This design comes from an exercise in tuning for small area and a short achievable clock period on the open sky130 flow, not from production work. RTL that was checked went through simulation tests only; none was proved equivalent to the original. The clock port is modelled as an ideal driver; clocking choices that lean on that would not hold on a real chip.

==> run D <==
Design conv, start of the top module:
module conv( input clk, input data_in, input [1:0]row_in, input [1:0]col_in,
input signed [7:0]data, output reg signed [7:0]out );
==> flow/config.mk <==
export PLATFORM = sky130hd
export DESIGN_NAME = conv
export DESIGN_NICKNAME = conv
export VERILOG_FILES = /design/flow/design.v
export SDC_FILE = /design/flow/constraint.sdc
export NUM_CORES = 4
export LEC_CHECK = 0
export CAP_MARGIN = 20
export CORE_MARGIN = 2
export CORE_UTILIZATION = 40
export SLEW_MARGIN = 20
==> flow/constraint.sdc <==
create_clock -name core_clock -period 6.0 [get_ports {clk}]
set_input_delay 1.2000 -clock core_clock [delete_from_list [all_inputs] [get_ports {clk}]]
set_output_delay 1.2000 -clock core_clock [all_outputs]
set_load 0.01 [all_outputs]
standard.sh (not shown) runs the stock make flow with config.mk's settings and CLKGATE_MAP_FILE= SYNTH_SCRIPT=/design/flow/synth_recipe.tcl, a recipe that flattens the netlist after the stock synthesis.
==> flow/flow/run.sh <==
#!/bin/bash
# The standard ORFS flow (the standard.sh) with these changes:
#  - synthesis without Yosys's early ABC pass (SYNTH_ARGS=-noabc), ABC area script;
#  - extra don't-use cells: sky130_fd_sc_hd__ha_1 sky130_fd_sc_hd__ha_2 sky130_fd_sc_hd__ha_4
#  - port buffers of a chosen cell;
#  - flow/skew.tcl after clock tree synthesis, which delays the clock of the out
#    register (useful skew for the paths from the window registers into it).
# The full output of the tools goes to standard.log here (ORFS's own logs are under orfs/logs).
export SKEW_DRV_CELL=sky130_fd_sc_hd__clkbuf_4
export SKEW_REPAIR_GAIN=0.15
export SKEW_OUT_MARGIN=0.06
# The platform's don't-use list, then the extra cells.
DU="sky130_fd_sc_hd__lpflow_bleeder_1 sky130_fd_sc_hd__lpflow_clkbufkapwr_1 sky130_fd_sc_hd__lpflow_clkbufkapwr_16 sky130_fd_sc_hd__lpflow_clkbufkapwr_2 sky130_fd_sc_hd__lpflow_clkbufkapwr_4 sky130_fd_sc_hd__lpflow_clkbufkapwr_8 sky130_fd_sc_hd__lpflow_clkinvkapwr_1 sky130_fd_sc_hd__lpflow_clkinvkapwr_16 sky130_fd_sc_hd__lpflow_clkinvkapwr_2 sky130_fd_sc_hd__lpflow_clkinvkapwr_4 sky130_fd_sc_hd__lpflow_clkinvkapwr_8 sky130_fd_sc_hd__lpflow_decapkapwr_12 sky130_fd_sc_hd__lpflow_decapkapwr_3 sky130_fd_sc_hd__lpflow_decapkapwr_4 sky130_fd_sc_hd__lpflow_decapkapwr_6 sky130_fd_sc_hd__lpflow_decapkapwr_8 sky130_fd_sc_hd__lpflow_inputiso0n_1 sky130_fd_sc_hd__lpflow_inputiso0p_1 sky130_fd_sc_hd__lpflow_inputiso1n_1 sky130_fd_sc_hd__lpflow_inputiso1p_1 sky130_fd_sc_hd__lpflow_inputisolatch_1 sky130_fd_sc_hd__lpflow_isobufsrc_1 sky130_fd_sc_hd__lpflow_isobufsrc_16 sky130_fd_sc_hd__lpflow_isobufsrc_2 sky130_fd_sc_hd__lpflow_isobufsrc_4 sky130_fd_sc_hd__lpflow_isobufsrc_8 sky130_fd_sc_hd__lpflow_isobufsrckapwr_16 sky130_fd_sc_hd__lpflow_lsbuf_lh_hl_isowell_tap_1 sky130_fd_sc_hd__lpflow_lsbuf_lh_hl_isowell_tap_2 sky130_fd_sc_hd__lpflow_lsbuf_lh_hl_isowell_tap_4 sky130_fd_sc_hd__lpflow_lsbuf_lh_isowell_4 sky130_fd_sc_hd__lpflow_lsbuf_lh_isowell_tap_1 sky130_fd_sc_hd__lpflow_lsbuf_lh_isowell_tap_2 sky130_fd_sc_hd__lpflow_lsbuf_lh_isowell_tap_4 sky130_fd_sc_hd__probe_p_8 sky130_fd_sc_hd__probec_p_8  sky130_fd_sc_hd__ha_1 sky130_fd_sc_hd__ha_2 sky130_fd_sc_hd__ha_4"
bash standard.sh DONT_USE_CELLS="$DU" SYNTH_ARGS=-noabc ABC_AREA=1 BUFFER_PORTS_ARGS='-buffer_cell sky130_fd_sc_hd__buf_2' CORE_UTILIZATION=60 HOLD_SLACK_MARGIN=0.1  POST_CTS_TCL=$PWD/flow/skew.tcl finish > standard.log 2>&1
==> flow/flow/skew.tcl <==
# Useful skew for the paths from the window registers into the out register:
# after clock tree synthesis, delay the clock of the out flip-flops with a
# buffer (SKEW_DRV_CELL) and a chain of delay cells in front of it. Each cell
# of the chain is chosen from a list by the worst setup slack it gives, and the
# chain stops when no cell improves that slack.
proc skew_env {name default} {
  if {[info exists ::env($name)] && $::env($name) ne ""} { return $::env($name) }
  return $default
}
set drv_cell [skew_env SKEW_DRV_CELL sky130_fd_sc_hd__clkbuf_4]
set cands [skew_env SKEW_CANDS {sky130_fd_sc_hd__clkdlybuf4s50_1 sky130_fd_sc_hd__clkdlybuf4s25_1 sky130_fd_sc_hd__clkdlybuf4s18_1 sky130_fd_sc_hd__clkdlybuf4s15_1 sky130_fd_sc_hd__clkbuf_1}]
set max_cells [skew_env SKEW_MAX_CELLS 6]
set ::skew_out_margin [skew_env SKEW_OUT_MARGIN 0]

# The slack the skew trades: the worst of the paths into the out flip-flops
# and the paths from them to the output ports.
proc skew_ws {} {
  estimate_parasitics -placement
  set d [get_pins -of_objects $::skew_out_regs -filter "direction == input"]
  set a [get_property [find_timing_paths -to $d -path_delay max] slack]
  set b [get_property [find_timing_paths -to [all_outputs] -path_delay max] slack]
  return [expr {min($a, $b - $::skew_out_margin)}]
}
proc skew_input_pin {inst} {
  return [get_pins -of_objects [get_cells $inst] -filter "direction == input"]
}

set pins {}
foreach pin [all_registers -clock_pins] {
  if {[string match {out\[*} [get_full_name $pin]]} { lappend pins $pin }
}
puts "skew: [llength $pins] out clock pins"
set ::skew_out_regs [get_cells -of_objects $pins]
set ws0 [skew_ws]
puts "skew: worst setup slack without skew $ws0"
set head [insert_buffer -buffer_cell $drv_cell -load_pins $pins -load_pins_on_diff_nets -buffer_name skew_drv -net_name skew_net]
set ws [skew_ws]
puts "skew: driver $head ($drv_cell): worst setup slack $ws"
if {$ws <= $ws0} {
  remove_buffers $head
  estimate_parasitics -placement
  puts "skew: no gain, driver removed"
} else {
  for {set i 0} {$i < $max_cells} {incr i} {
    set x [insert_buffer -buffer_cell [lindex $cands 0] -load_pins [skew_input_pin $head] -buffer_name skew_dly$i -net_name skew_net]
    set best ""
    set best_ws $ws
    foreach c $cands {
      replace_cell $x $c
      set w [skew_ws]
      puts "skew:   $c: $w"
      if {$w > $best_ws + 0.002} { set best $c; set best_ws $w }
    }
    if {$best eq ""} {
      remove_buffers $x
      estimate_parasitics -placement
      puts "skew: no cell improves the slack; chain done"
      break
    }
    replace_cell $x $best
    set head $x
    set ws [skew_ws]
    puts "skew: added $x ($best): worst setup slack $ws"
  }
}
# Optionally, size up cells on the worst paths once the skew is in place.
set gain [skew_env SKEW_REPAIR_GAIN 0]
if {$gain > 0} {
  estimate_parasitics -placement
  set ws [worst_slack -max]
  repair_timing -setup -setup_margin [expr {$ws + $gain}] -sequence [skew_env SKEW_REPAIR_SEQ "sizeup,swap"] -verbose
  estimate_parasitics -placement
  puts "skew: after repair, worst setup slack [worst_slack -max]"
}
foreach n [[ord::get_db_block] getNets] {
  if {[string match skew_net* [$n getName]]} { $n setSigType CLOCK }
}
detailed_placement
check_placement -verbose
estimate_parasitics -placement
puts "skew: final worst setup slack [worst_slack -max]"
==> inputs of run C, as changes to run D <==
==> flow/flow/run.sh (replaced) <==
#!/bin/bash
# The standard ORFS flow (the standard.sh) with these changes:
#  - synthesis without Yosys's early ABC pass (SYNTH_ARGS=-noabc), ABC area script;
#  - extra don't-use cells: 
#  - port buffers of a chosen cell;
#  - flow/skew.tcl after clock tree synthesis, which delays the clock of the out
#    register (useful skew for the paths from the window registers into it).
# The full output of the tools goes to standard.log here (ORFS's own logs are under orfs/logs).
export SKEW_DRV_CELL=sky130_fd_sc_hd__clkbuf_4
export SKEW_REPAIR_GAIN=0.3
# The platform's don't-use list, then the extra cells.
DU="sky130_fd_sc_hd__lpflow_bleeder_1 sky130_fd_sc_hd__lpflow_clkbufkapwr_1 sky130_fd_sc_hd__lpflow_clkbufkapwr_16 sky130_fd_sc_hd__lpflow_clkbufkapwr_2 sky130_fd_sc_hd__lpflow_clkbufkapwr_4 sky130_fd_sc_hd__lpflow_clkbufkapwr_8 sky130_fd_sc_hd__lpflow_clkinvkapwr_1 sky130_fd_sc_hd__lpflow_clkinvkapwr_16 sky130_fd_sc_hd__lpflow_clkinvkapwr_2 sky130_fd_sc_hd__lpflow_clkinvkapwr_4 sky130_fd_sc_hd__lpflow_clkinvkapwr_8 sky130_fd_sc_hd__lpflow_decapkapwr_12 sky130_fd_sc_hd__lpflow_decapkapwr_3 sky130_fd_sc_hd__lpflow_decapkapwr_4 sky130_fd_sc_hd__lpflow_decapkapwr_6 sky130_fd_sc_hd__lpflow_decapkapwr_8 sky130_fd_sc_hd__lpflow_inputiso0n_1 sky130_fd_sc_hd__lpflow_inputiso0p_1 sky130_fd_sc_hd__lpflow_inputiso1n_1 sky130_fd_sc_hd__lpflow_inputiso1p_1 sky130_fd_sc_hd__lpflow_inputisolatch_1 sky130_fd_sc_hd__lpflow_isobufsrc_1 sky130_fd_sc_hd__lpflow_isobufsrc_16 sky130_fd_sc_hd__lpflow_isobufsrc_2 sky130_fd_sc_hd__lpflow_isobufsrc_4 sky130_fd_sc_hd__lpflow_isobufsrc_8 sky130_fd_sc_hd__lpflow_isobufsrckapwr_16 sky130_fd_sc_hd__lpflow_lsbuf_lh_hl_isowell_tap_1 sky130_fd_sc_hd__lpflow_lsbuf_lh_hl_isowell_tap_2 sky130_fd_sc_hd__lpflow_lsbuf_lh_hl_isowell_tap_4 sky130_fd_sc_hd__lpflow_lsbuf_lh_isowell_4 sky130_fd_sc_hd__lpflow_lsbuf_lh_isowell_tap_1 sky130_fd_sc_hd__lpflow_lsbuf_lh_isowell_tap_2 sky130_fd_sc_hd__lpflow_lsbuf_lh_isowell_tap_4 sky130_fd_sc_hd__probe_p_8 sky130_fd_sc_hd__probec_p_8  "
bash standard.sh DONT_USE_CELLS="$DU" SYNTH_ARGS=-noabc ABC_AREA=1 BUFFER_PORTS_ARGS='-buffer_cell sky130_fd_sc_hd__buf_2' CORE_UTILIZATION=60 HOLD_SLACK_MARGIN=0.1 ADDER_MAP_FILE= POST_CTS_TCL=$PWD/flow/skew.tcl finish > standard.log 2>&1
--- a/flow/flow/skew.tcl
+++ b/flow/flow/skew.tcl
@@ -11,14 +11,8 @@
 set cands [skew_env SKEW_CANDS {sky130_fd_sc_hd__clkdlybuf4s50_1 sky130_fd_sc_hd__clkdlybuf4s25_1 sky130_fd_sc_hd__clkdlybuf4s18_1 sky130_fd_sc_hd__clkdlybuf4s15_1 sky130_fd_sc_hd__clkbuf_1}]
 set max_cells [skew_env SKEW_MAX_CELLS 6]
-set ::skew_out_margin [skew_env SKEW_OUT_MARGIN 0]
 
-# The slack the skew trades: the worst of the paths into the out flip-flops
-# and the paths from them to the output ports.
 proc skew_ws {} {
   estimate_parasitics -placement
-  set d [get_pins -of_objects $::skew_out_regs -filter "direction == input"]
-  set a [get_property [find_timing_paths -to $d -path_delay max] slack]
-  set b [get_property [find_timing_paths -to [all_outputs] -path_delay max] slack]
-  return [expr {min($a, $b - $::skew_out_margin)}]
+  return [worst_slack -max]
 }
 proc skew_input_pin {inst} {
@@ -31,5 +25,4 @@
 }
 puts "skew: [llength $pins] out clock pins"
-set ::skew_out_regs [get_cells -of_objects $pins]
 set ws0 [skew_ws]
 puts "skew: worst setup slack without skew $ws0"
@@ -67,9 +60,7 @@
 set gain [skew_env SKEW_REPAIR_GAIN 0]
 if {$gain > 0} {
-  estimate_parasitics -placement
-  set ws [worst_slack -max]
+  set ws [skew_ws]
   repair_timing -setup -setup_margin [expr {$ws + $gain}] -sequence [skew_env SKEW_REPAIR_SEQ "sizeup,swap"] -verbose
-  estimate_parasitics -placement
-  puts "skew: after repair, worst setup slack [worst_slack -max]"
+  puts "skew: after repair, worst setup slack [skew_ws]"
 }
 foreach n [[ord::get_db_block] getNets] {
==> notes <==
- Synthesized area: run C is larger than run D (33%).
- Of run D and run C, run C has the higher global-route usage (gap 4.5 points).
- Against run D, the hold slack of run C is better by 0.39 ns.
- In run C the cell count is higher than in run D, by 110%.
- Via count: run C is larger than run D (about 110%).
- In run C the core utilization is lower than in run D, by 2.0 points.
==> figures <==
                                                                                                       run C                    run D
Worst relative slew slack                                                                             66.96%                   33.95%
Outcome                                                                              complete, no violations  complete, no violations
Routed wire length on met2                                                                          4.108 mm                 2.417 mm
Origin of the critical flop-to-flop path                                                              x20[2]                   x20[6]
Clock transition time at the flip-flop clock pins of the worst setup and hold paths                  0.11 ns                  0.09 ns
Reg-to-reg critical path endpoint                                                                     out[2]                   out[5]
Number of optimization iterations in the first detailed-route pass                                         5                        4
Hold Crit Endpoint                                                                                    out[2]                   out[0]
Number of distinct standard cells referenced by the synthesized netlist                                   28                       21
Global-route met2 utilization                                                                         44.65%                   34.03%
Height of the die                                                                                   83.86 um                 73.14 um
Worst hold stages                                                                                          3                        4
Number of cells in the design after placement                                                            656                      310

* * *

==> 10-20: inputs <==
==> flow/design.v <==
`timescale 1ns / 1ps
module conv( input clk, input data_in, input [1:0]row_in, input [1:0]col_in,
input signed [7:0]data, output reg signed [7:0]out );
reg [7:0] x00, x01, x02, x20, x21, x22;
wire w0 = data_in & (row_in == 2'd0);
wire w2 = data_in & (row_in == 2'd2);
always @(posedge clk) begin
  if (w0 & (col_in == 2'd0)) x00 <= data;
  if (w0 & (col_in == 2'd1)) x01 <= data;
  if (w0 & (col_in == 2'd2)) x02 <= data;
  if (w2 & (col_in == 2'd0)) x20 <= data;
  if (w2 & (col_in == 2'd1)) x21 <= data;
  if (w2 & (col_in == 2'd2)) x22 <= data;
end
wire [9:0] p = x20 + {x21, 1'b0} + x22;
wire [9:0] n = x00 + {x01, 1'b0} + x02;
wire [10:0] s = {1'b0, p} - {1'b0, n};
always @(posedge clk)
  if (!data_in)
    out <= s[10] ? 8'd0 : (|s[9:8]) ? 8'd255 : s[7:0];
endmodule
==> flow/run.sh <==
#!/bin/bash
# synth_recipe.tcl (not shown) runs the flow's synth.tcl, then flattens the netlist and writes it again
# the make line also repeats each setting of config.mk as NAME=value (left out here)
make -C /OpenROAD-flow-scripts/flow DESIGN_CONFIG=/design/flow/config.mk WORK_HOME=/design/flow/orfs CLKGATE_MAP_FILE= SYNTH_SCRIPT=/design/flow/synth_recipe.tcl finish
==> flow/config.mk <==
export PLATFORM = sky130hd
export DESIGN_NAME = conv
export DESIGN_NICKNAME = conv
export VERILOG_FILES = /design/flow/design.v
export SDC_FILE = /design/flow/constraint.sdc
export NUM_CORES = 4
export LEC_CHECK = 0
export CAP_MARGIN = 20
export CORE_MARGIN = 2
export CORE_UTILIZATION = 60
export SETUP_SLACK_MARGIN = 3.8
export SLEW_MARGIN = 20
==> flow/constraint.sdc <==
create_clock -name core_clock -period 6.0 [get_ports {clk}]
set_input_delay 1.2000 -clock core_clock [delete_from_list [all_inputs] [get_ports {clk}]]
set_output_delay 1.2000 -clock core_clock [all_outputs]
set_load 0.01 [all_outputs]
==> inputs of 11-27, as changes to 10-20 <==
==> flow/design.v, changed modules only <==
module conv( input clk, input data_in, input [1:0]row_in, input [1:0]col_in,
input signed [7:0]data, output reg signed [7:0]out );
reg [7:0] n00, n01, n02, x20, x21, x22;
wire w0 = data_in & (row_in == 2'd0);
wire w2 = data_in & (row_in == 2'd2);
wire [5:0] we = {w2 & (col_in == 2'd2), w2 & (col_in == 2'd1), w2 & (col_in == 2'd0),
                 w0 & (col_in == 2'd2), w0 & (col_in == 2'd1), w0 & (col_in == 2'd0)};
wire [5:0] we_n = ~we;
wire [7:0] dn = ~data;
always @(posedge clk) begin
  n00 <= {8{we[0]}} & dn   | {8{we_n[0]}} & n00;
  n01 <= {8{we[1]}} & dn   | {8{we_n[1]}} & n01;
  n02 <= {8{we[2]}} & dn   | {8{we_n[2]}} & n02;
  x20 <= {8{we[3]}} & data | {8{we_n[3]}} & x20;
  x21 <= {8{we[4]}} & data | {8{we_n[4]}} & x21;
  x22 <= {8{we[5]}} & data | {8{we_n[5]}} & x22;
end
wire [10:0] a = {3'b0, x20}, b = {3'b0, x22}, c = {3'b0, n00};
wire [10:0] d = {3'b0, n02}, e = {2'b0, x21, 1'b0}, f = {2'b0, n01, 1'b0};
wire [10:0] s1 = a ^ b ^ c;
wire [10:0] c1 = {(a & b | a & c | b & c), 1'b1};
wire [10:0] s2 = d ^ e ^ f;
wire [10:0] maj2 = d & e | d & f | e & f;    
wire [10:0] c2 = {maj2[9:1], 1'b1, 1'b0};
wire [10:0] s3 = s1 ^ c1 ^ s2;
wire [10:0] c3 = {(s1 & c1 | s1 & s2 | c1 & s2), 1'b1};
wire [10:0] s4 = s3 ^ c3 ^ c2;
wire [10:0] c4 = {(s3 & c3 | s3 & c2 | c3 & c2), 1'b0};
wire [7:0] g = s4[7:0] & c4[7:0];
wire [7:0] p = s4[7:0] ^ c4[7:0];
wire [7:0] g1, p1, g2, p2, g3;
genvar i;
generate for (i = 0; i < 8; i = i + 1) begin : ks
  assign g1[i] = (i >= 1) ? g[i] | p[i] & g[i-1] : g[i];
  assign p1[i] = (i >= 1) ? p[i] & p[i-1] : p[i];
  assign g2[i] = (i >= 2) ? g1[i] | p1[i] & g1[i-2] : g1[i];
  assign p2[i] = (i >= 2) ? p1[i] & p1[i-2] : p1[i];
  assign g3[i] = (i >= 4) ? g2[i] | p2[i] & g2[i-4] : g2[i];
end endgenerate
wire [8:0] cy = {g3, 1'b0};           
wire [7:0] lo = p ^ cy[7:0];
localparam [127:0] HTAB = 128'hfffffffffffffffbfffbb220b2200000;
wire [4:0] hb = {c4[10], c4[9], s4[9], c4[8], s4[8]};
wire [3:0] hf = HTAB[hb*4 +: 4];
wire sat  = cy[8] ? hf[0] : hf[2];
wire pass = cy[8] ? hf[1] : hf[3];
wire hold = data_in;
always @(posedge clk)
  out <= {8{hold}} & out | {8{~hold & sat}} | {8{~hold & pass}} & lo;
endmodule
==> flow/flow/run.sh (new file) <==
#!/bin/bash
# Standard ORFS flow with chosen overrides, plus flow/skew.tcl after clock tree
# synthesis, which delays the clock of the out register (useful skew for the
# paths from the window registers into it). Full tool output goes to standard.log.
export SKEW_DLY_COUNT=1
export SKEW_DRV_CELL=sky130_fd_sc_hd__clkbuf_4
bash standard.sh SYNTH_ARGS=-noabc ABC_AREA=1 BUFFER_PORTS_ARGS='-buffer_cell sky130_fd_sc_hd__buf_2' CORE_UTILIZATION=60 HOLD_SLACK_MARGIN=0.1 SETUP_SLACK_MARGIN=3.5 POST_CTS_TCL=$PWD/flow/skew.tcl finish > standard.log 2>&1
==> flow/flow/skew.tcl (new file) <==
# Delay the clock of the output register (useful skew for the paths from the
# window registers into it): a chain of delay cells and a clock buffer between
# the clock tree and the out flip-flops' clock pins.
set dly_cell  [expr {[info exists ::env(SKEW_DLY_CELL)] ? $::env(SKEW_DLY_CELL) : "sky130_fd_sc_hd__clkdlybuf4s50_1"}]
set dly_count [expr {[info exists ::env(SKEW_DLY_COUNT)] ? $::env(SKEW_DLY_COUNT) : 1}]
set drv_cell  [expr {[info exists ::env(SKEW_DRV_CELL)] ? $::env(SKEW_DRV_CELL) : "sky130_fd_sc_hd__clkbuf_2"}]
set pins {}
foreach pin [all_registers -clock_pins] {
  if {[string match {out\[*} [get_full_name $pin]]} { lappend pins $pin }
}
puts "skew: [llength $pins] out clock pins"
set bufs {}
set b [insert_buffer -buffer_cell $drv_cell -load_pins $pins -load_pins_on_diff_nets -buffer_name skew_drv -net_name skew_net_drv]
puts "skew: inserted $b"
set prev [get_pins -of_objects [get_cells $b] -filter "direction == input"]
for {set i 0} {$i < $dly_count} {incr i} {
  set b [insert_buffer -buffer_cell $dly_cell -load_pins $prev -buffer_name skew_dly$i -net_name skew_net_dly$i]
  puts "skew: inserted $b"
  set prev [get_pins -of_objects [get_cells $b] -filter "direction == input"]
}
foreach n [[ord::get_db_block] getNets] {
  if {[string match skew_net* [$n getName]]} { $n setSigType CLOCK }
}
estimate_parasitics -placement
detailed_placement
check_placement -verbose
estimate_parasitics -placement
==> flow/standard.sh (new file) <==
#!/bin/bash
# synth_recipe.tcl (not shown) runs the flow's synth.tcl, then flattens the netlist and writes it again
# the make line also repeats each setting of config.mk as NAME=value (left out here)
make -C /OpenROAD-flow-scripts/flow DESIGN_CONFIG=/design/flow/config.mk WORK_HOME=/design/flow/orfs CLKGATE_MAP_FILE= SYNTH_SCRIPT=/design/flow/synth_recipe.tcl "${@:-finish}"
Settings changed: CORE_UTILIZATION 60 to 40, SETUP_SLACK_MARGIN 3.8 to not set.
removed: flow/run.sh
==> results.txt <==
item	11-27	10-20
Status	timing/DRC/antenna clean	timing/DRC/antenna clean
Beginning of the critical path	out[1]$_DFF_P_	x20[2]$_DFFE_PP_
Adder-cell share of the synthesized area	0.249	0.247
Most area-hungry cell type in the Yosys netlist	sky130_fd_sc_hd__dfxtp_1	sky130_fd_sc_hd__edfxtp_1
Aggregate routed wire length	5670 um	5370 um
Design area	3480 sq um	3830 sq um
CP endpoint kind	output pin	flip-flop
Post-synth EDFFs	0	56
Met1 track utilization from global routing	0.292	0.287
Vias	2127	1739
Layout Utilization	0.691	0.755
No functional check of the RTL was part of any run of this note.

[afterwards: timing with drivers on the ports]
How much do the figures lean on ideal ports? The routed layouts below were timed once more, with nothing changed but the port constraints.
Step 1: set_driving_cell puts a clkbuf_16 on clk and a buf_2 on each other input, an assumption about the parent block.
Step 2, shift: input delay + t, output delay - t, t = (earliest + latest rising clock arrival at the registers) / 2. This alone moves slack from input paths to output paths.
Slacks: ideal / step 1 / step 2; pairs: ideal / step 1.
run	shift t [ns]	setup slack, ns	clock arrival spread, ns	worst slew at a driven data input, ns
run D	0.546	3.410 / 3.410 / 2.876	0.496 / 0.497	0.03
run C	0.340	3.463 / 3.466 / 3.126	0.012 / 0.012	0.03
10-20	0.328	2.354 / 2.354 / 2.354	0.006 / 0.006	0.04
11-27	0.620	3.424 / 3.398 / 3.302	0.636 / 0.636	0.03
Clock arrivals are far apart in run D and 11-27, so t is only a midpoint there and step 2 fits no single register. The setup slack of run D, which loses most, moves by 0.000 ns with the drivers and by -0.534 ns with both steps.
